From an optimization exercise on the open Yosys and OpenROAD flow, aimed at small area; shortcuts taken in it are not production practice.
Function was checked by simulation only, so behaviour that the tests miss may differ from the original.
No driver is modelled on the clock port, so clocking that relies on it looks cheaper here than on a real chip.
No activity file was given, so power comes from the tool's default toggle rates.

==> inputs of run C <==
## pong_main
module pong_main(
    input clk,
    input hard_reset,
    input data1,
    input data2,
    output c_clk,
    output latch,
    output wire hsync,
    output wire vsync,
    output wire [2:0] red,
    output wire [2:0] green,
    output wire [2:0] blue,
    output wire speaker
);
==> module nes_controller, before the edit <==
module nes_controller(
    input clk,
    input rst,
    input sample_en,
    input sample_clock,
    input data1,
    input data2,
    output c_clk,
    output latch,
    output reg [1:0] btn1,
    output reg [1:0] btn2,
    output reg other
);
    reg [3:0] stage;
    wire [3:0] stage_inc;
    incdec #(4) SI(.a(stage), .en(sample_en), .up(1'b1), .s(stage_inc));
    always @(posedge clk)
        if (rst | (sample_en & (stage == 4'd9))) stage <= 4'd0;
        else stage <= stage_inc;
    assign latch = (stage == 4'd0);
    assign c_clk = (stage != 4'd0) & (stage != 4'd9) & sample_clock;
    wire k1 = ~data1;	 
    wire k2 = ~data2;
    reg a_o1, a_o2, a_p1x, a_p1y, a_p2x, a_p2y;
    wire s1 = (stage == 4'd1);
    always @(posedge clk)
        if (sample_en) begin
            if (stage >= 4'd1 && stage <= 4'd4) a_o1 <= k1 | (a_o1 & ~s1);
            if (stage <= 4'd3 && stage >= 4'd1 || stage == 4'd8) a_o2 <= k2 | (a_o2 & ~s1);
            if (stage >= 4'd5 && stage <= 4'd8) begin
                a_p1x <= k1 | (a_p1y & (stage == 4'd7 || stage == 4'd8));
                a_p1y <= a_p1x;
            end
            if (stage >= 4'd4 && stage <= 4'd7) begin
                a_p2x <= k2 | (a_p2y & (stage == 4'd6 || stage == 4'd7));
                a_p2y <= a_p2x;
            end
        end
    always @(posedge clk)
        if (rst) begin
            btn1 <= 2'b00; btn2 <= 2'b00; other <= 1'b0;
        end else if (sample_en && stage == 4'd9) begin
            btn1 <= {a_p1x, a_p1y};
            btn2 <= {a_p2x, a_p2y};
            other <= a_o1 & a_o2;
        end
endmodule
clock: 20.0 ns
lec_check: 0
abc_area: 1
cap_margin: 20
core_margin: 2
core_utilization: 60
slew_margin: 20
standard.sh (not shown) runs the stock make flow with config.mk's settings and CLKGATE_MAP_FILE= SYNTH_SCRIPT=/design/flow/synth_recipe.tcl, a recipe that flattens the netlist after the stock synthesis.
==> flow/flow/run.sh <==
#!/bin/bash
# Layout flow: the standard flow (standard.sh), except that the
# combinational logic of the standard synthesis is mapped again by ABC with
# an area-oriented script. The registers of the standard synthesis are kept
# as they are (same instances, names and cells); the re-mapped netlist is
# proven equivalent to the standard one before it is used, else the
# standard netlist is kept. Every tool writes its full output to a log here.
set -euo pipefail
W=$(pwd)
F=$W/flow
R=$W/orfs/results/$FLOW_PLATFORM/pong_main/base
PDIR=$FLOW_HOME/platforms/$FLOW_PLATFORM
LIB=$(ls $PDIR/lib/sky130_fd_sc_hd__tt_025C_1v80.lib)
YOSYS=yosys
if [[ -x $FLOW_HOME/../tools/install/yosys/bin/yosys ]]; then
  YOSYS=$FLOW_HOME/../tools/install/yosys/bin/yosys
fi

# 1. standard synthesis
bash standard.sh synth > $W/log_1_standard_synth.log 2>&1
cp $R/1_2_yosys.v $W/std_synth.v

# 2. re-map the combinational logic: ABC's deepsyn with 32 random seeds,
# four at a time, keeping the smallest result
SEQ=$(awk '/^[ \t]*cell[ \t]*\(/{match($0,/"[^"]+"/); c=substr($0,RSTART+1,RLENGTH-2)} /^[ \t]*(ff|latch|ff_bank|statetable)[ \t]*\(/{print c}' $LIB | sort -u | tr '\n' ' ')
DU=$(sed -n '/DONT_USE_CELLS/,/^$/p' $PDIR/config.mk | grep -o "sky130_fd_sc_hd__[a-z0-9_]*" | sed 's/^/-dont_use /' | tr '\n' ' ')
remap() {
  local k=$1
  printf '&get -n\n&st\n&deepsyn -T 25 -S %s\n&put\ndch -f\namap\ntopo\n' $k > $W/area_$k.abc
  cat > $W/remap_$k.ys <<EOY
read_liberty -ignore_miss_func $LIB
blackbox $SEQ sky130_fd_sc_hd__conb_1
read_verilog $W/std_synth.v
hierarchy -top $FLOW_TOP
flatten
opt -purge
abc -liberty $LIB $DU -script $W/area_$k.abc
opt_clean -purge
select $FLOW_TOP
write_verilog -selected -noattr -noexpr -nohex -nodec $W/remap_raw_$k.v
design -reset
read_liberty -lib -ignore_miss_func $LIB
read_verilog $W/remap_raw_$k.v
hierarchy -top $FLOW_TOP
hilomap -singleton -hicell sky130_fd_sc_hd__conb_1 HI -locell sky130_fd_sc_hd__conb_1 LO
insbuf -buf sky130_fd_sc_hd__buf_1 A X
splitnets
opt_clean -purge
check -assert
tee -o $W/remap_area_$k.txt stat -liberty $LIB
write_verilog -noattr -noexpr -nohex -nodec $W/remap_$k.v
EOY
  $YOSYS -s $W/remap_$k.ys > $W/log_2_remap_$k.log 2>&1 || rm -f $W/remap_$k.v
}
for b in 0 4 8 12 16 20 24 28; do
  for i in 0 1 2 3; do remap $((b + i)) & done
  wait
done
ok=0
best=""
for k in $(seq 0 31); do
  if [[ -s $W/remap_$k.v ]]; then
    a=$(grep "Chip area" $W/remap_area_$k.txt | awk "{print \$NF}" || true)
    echo "seed $k: $a" >> $W/remap_areas.txt
    if [[ -z "$best" ]] || awk -v a=$a -v b=$barea 'BEGIN{exit !(a < b)}'; then best=$k; barea=$a; fi
  fi
done
if [[ -n "$best" ]]; then cp $W/remap_$best.v $W/remap.v; ok=1; echo "chosen: seed $best" >> $W/remap_areas.txt; fi

# 3. the registers must be the standard synthesis's, and the logic the same
regs() { grep -E "^ *sky130_fd_sc_hd__[a-z0-9_]+ " "$1" | awk -v seq=" $SEQ " '{ if (index(seq, " " $1 " ")) print $1, $2 }' | sort; }
if [[ $ok == 1 ]]; then
  regs $W/std_synth.v > $W/regs_std.txt
  regs $W/remap.v > $W/regs_remap.txt
  if ! cmp -s $W/regs_std.txt $W/regs_remap.txt || [[ ! -s $W/regs_std.txt ]]; then ok=0; fi
fi
if [[ $ok == 1 ]]; then
  cat > $W/equiv.ys <<EOY
read_liberty -ignore_miss_func $LIB
read_verilog $W/std_synth.v
rename $FLOW_TOP gold
read_verilog $W/remap.v
rename $FLOW_TOP gate
hierarchy -check
flatten gold gate
opt_clean
equiv_make gold gate equiv
hierarchy -top equiv
equiv_simple -undef
equiv_induct -undef
equiv_status -assert
EOY
  $YOSYS -s $W/equiv.ys > $W/log_3_equiv.log 2>&1 || ok=0
fi
echo "remap used: $ok" > $W/remap_status.txt
if [[ $ok == 1 ]]; then
  cp $W/remap.v $R/1_2_yosys.v
  rm -f $R/1_synth.odb $R/1_synth.sdc
  touch $R/1_2_yosys.v
fi

# 4. the rest of the standard flow, with a clock tree of small buffers and
# no dummy loads, clock buffers then downsized where the clock slew allows,
# and the smallest buffer on each port
export BUFFER_PORTS_ARGS="-buffer_cell sky130_fd_sc_hd__buf_1"
export POST_CTS_TCL=$F/downsize.tcl
export CTS_ARGS="-sink_clustering_enable -repair_clock_nets -dont_use_dummy_load -buf_list sky130_fd_sc_hd__clkbuf_8"
bash standard.sh finish > $W/log_4_standard_finish.log 2>&1
==> flow/flow/downsize.tcl <==
proc ds_max_clk_slew {} {
  set mx 0
  foreach pin [get_pins -hierarchical */CLK] {
    set s [get_property $pin slew_max]
    if {$s > $mx} { set mx $s }
  }
  return $mx
}
proc ds_run {} {
  set ds_slew_limit 0.105
  set ds_sizes {sky130_fd_sc_hd__clkbuf_1 sky130_fd_sc_hd__clkbuf_2 sky130_fd_sc_hd__clkbuf_4}
  estimate_parasitics -placement
  set bufs {}
  foreach inst [get_cells *] {
    set m [get_property $inst ref_name]
    if {[string match "sky130_fd_sc_hd__clkbuf_*" $m] && [string match "clkbuf_*" [get_property $inst name]]} {
      lappend bufs $inst
    }
  }
  # leaf buffers first, then the buffers that drive other clock buffers
  set leaves {}
  set inner {}
  foreach inst $bufs {
    set opin [get_pins -of_objects $inst -filter "direction == output"]
    set loads [get_pins -of_objects [get_nets -of_objects $opin] -filter "direction == input"]
    set drives_buf 0
    foreach pin $loads {
      if {[string match "clkbuf_*" [get_full_name $pin]]} { set drives_buf 1 }
    }
    if {$drives_buf} { lappend inner $inst } else { lappend leaves $inst }
  }
  set bufs [concat $leaves $inner]
  puts "downsize: [llength $bufs] clock buffers ([llength $leaves] leaves), max clock slew [ds_max_clk_slew]"
  foreach inst $bufs {
    set orig [get_property $inst ref_name]
    foreach size $ds_sizes {
      if {$size == $orig} { break }
      if {[catch { replace_cell $inst $size }]} { continue }
      estimate_parasitics -placement
      if {[ds_max_clk_slew] <= $ds_slew_limit} {
        puts "downsize: [get_property $inst name] $orig -> $size"
        break
      }
      replace_cell $inst $orig
      estimate_parasitics -placement
    }
  }
  puts "downsize: max clock slew now [ds_max_clk_slew]"
}
if {[catch { ds_run } err]} {
  puts "downsize: stopped: $err"
}
==> run M: changes against run C <==
--- a/flow/design.v
+++ b/flow/design.v
@@ -40,27 +40,26 @@
     assign c_clk = (stage != 4'd0) & (stage != 4'd9) & sample_clock;
     wire k1 = ~data1;	 
     wire k2 = ~data2;
-    reg a_o1, a_o2, a_p1x, a_p1y, a_p2x, a_p2y;
-    wire s1 = (stage == 4'd1);
+    reg a_o1, a_o2, a_p10, a_p11, a_p20, a_p21;
     always @(posedge clk)
         if (sample_en) begin
-            if (stage >= 4'd1 && stage <= 4'd4) a_o1 <= k1 | (a_o1 & ~s1);
-            if (stage <= 4'd3 && stage >= 4'd1 || stage == 4'd8) a_o2 <= k2 | (a_o2 & ~s1);
-            if (stage >= 4'd5 && stage <= 4'd8) begin
-                a_p1x <= k1 | (a_p1y & (stage == 4'd7 || stage == 4'd8));
-                a_p1y <= a_p1x;
-            end
-            if (stage >= 4'd4 && stage <= 4'd7) begin
-                a_p2x <= k2 | (a_p2y & (stage == 4'd6 || stage == 4'd7));
-                a_p2y <= a_p2x;
-            end
+            case (stage)
+                4'd1: begin a_o1 <= k1; a_o2 <= k2; end
+                4'd2, 4'd3: begin a_o1 <= a_o1 | k1; a_o2 <= a_o2 | k2; end
+                4'd4: begin a_o1 <= a_o1 | k1; a_p20 <= k2; end
+                4'd5: begin a_p10 <= k1; a_p21 <= k2; end
+                4'd6: begin a_p11 <= k1; a_p20 <= a_p20 | k2; end
+                4'd7: begin a_p10 <= a_p10 | k1; a_p21 <= a_p21 | k2; end
+                4'd8: begin a_p11 <= a_p11 | k1; a_o2 <= a_o2 | k2; end
+                default: ;
+            endcase
         end
     always @(posedge clk)
         if (rst) begin
             btn1 <= 2'b00; btn2 <= 2'b00; other <= 1'b0;
         end else if (sample_en && stage == 4'd9) begin
-            btn1 <= {a_p1x, a_p1y};
-            btn2 <= {a_p2x, a_p2y};
+            btn1 <= {a_p11, a_p10};
+            btn2 <= {a_p21, a_p20};
             other <= a_o1 & a_o2;
         end
 endmodule
--- a/flow/flow/downsize.tcl
+++ b/flow/flow/downsize.tcl
@@ -17,20 +17,7 @@
       lappend bufs $inst
     }
   }
-  # leaf buffers first, then the buffers that drive other clock buffers
-  set leaves {}
-  set inner {}
-  foreach inst $bufs {
-    set opin [get_pins -of_objects $inst -filter "direction == output"]
-    set loads [get_pins -of_objects [get_nets -of_objects $opin] -filter "direction == input"]
-    set drives_buf 0
-    foreach pin $loads {
-      if {[string match "clkbuf_*" [get_full_name $pin]]} { set drives_buf 1 }
-    }
-    if {$drives_buf} { lappend inner $inst } else { lappend leaves $inst }
-  }
-  set bufs [concat $leaves $inner]
-  puts "downsize: [llength $bufs] clock buffers ([llength $leaves] leaves), max clock slew [ds_max_clk_slew]"
+  puts "downsize: [llength $bufs] clock buffers, max clock slew [ds_max_clk_slew]"
   foreach inst $bufs {
     set orig [get_property $inst ref_name]
     foreach size $ds_sizes {
==> summary of the runs <==
- Between run C and run M, the lower wire length is in run C (gap 1.2%, measured against run M).
- Against run M, the first-iteration DRC count of run C is smaller by 12%.
- In clock-buffer cell count, run M and run C do not differ.
- Core utilization: run M is higher than run C (0.40 points).
- In clock skew, run C and run M hardly differ.
- Combinational power is about the same in run M and run C.
- Total power is about the same in run M and run C.
- In flip-flop and latch count, run M and run C do not differ.

==> afterwards: timing with drivers on the ports <==
In the flow no input, the clock included, has a driving cell. The finished layouts below were timed again as built, in two steps. Step 1, drivers: a clkbuf_16 drives clk and a buf_2 each remaining input, both assumed. Step 2 adds t to the input delays and takes it off the output delays; t is the mean of the earliest and latest rising clock arrival at the registers after step 1. Input paths then give back, and output paths get back, about the clock's delay inside the block. a / b / c = ideal / step 1 / step 2; a / b = the first two.
run	t (ns)	setup slack, ns	worst setup path at the end	clock arrival spread, ns	pins driven straight from the clock port
run C	0.567	10.480 / 10.445 / 11.012	register to output	0.042 / 0.042	1
run M	0.778	10.350 / 10.315 / 11.093	register to output	0.043 / 0.043	1
After both steps every run listed still meets setup and hold.
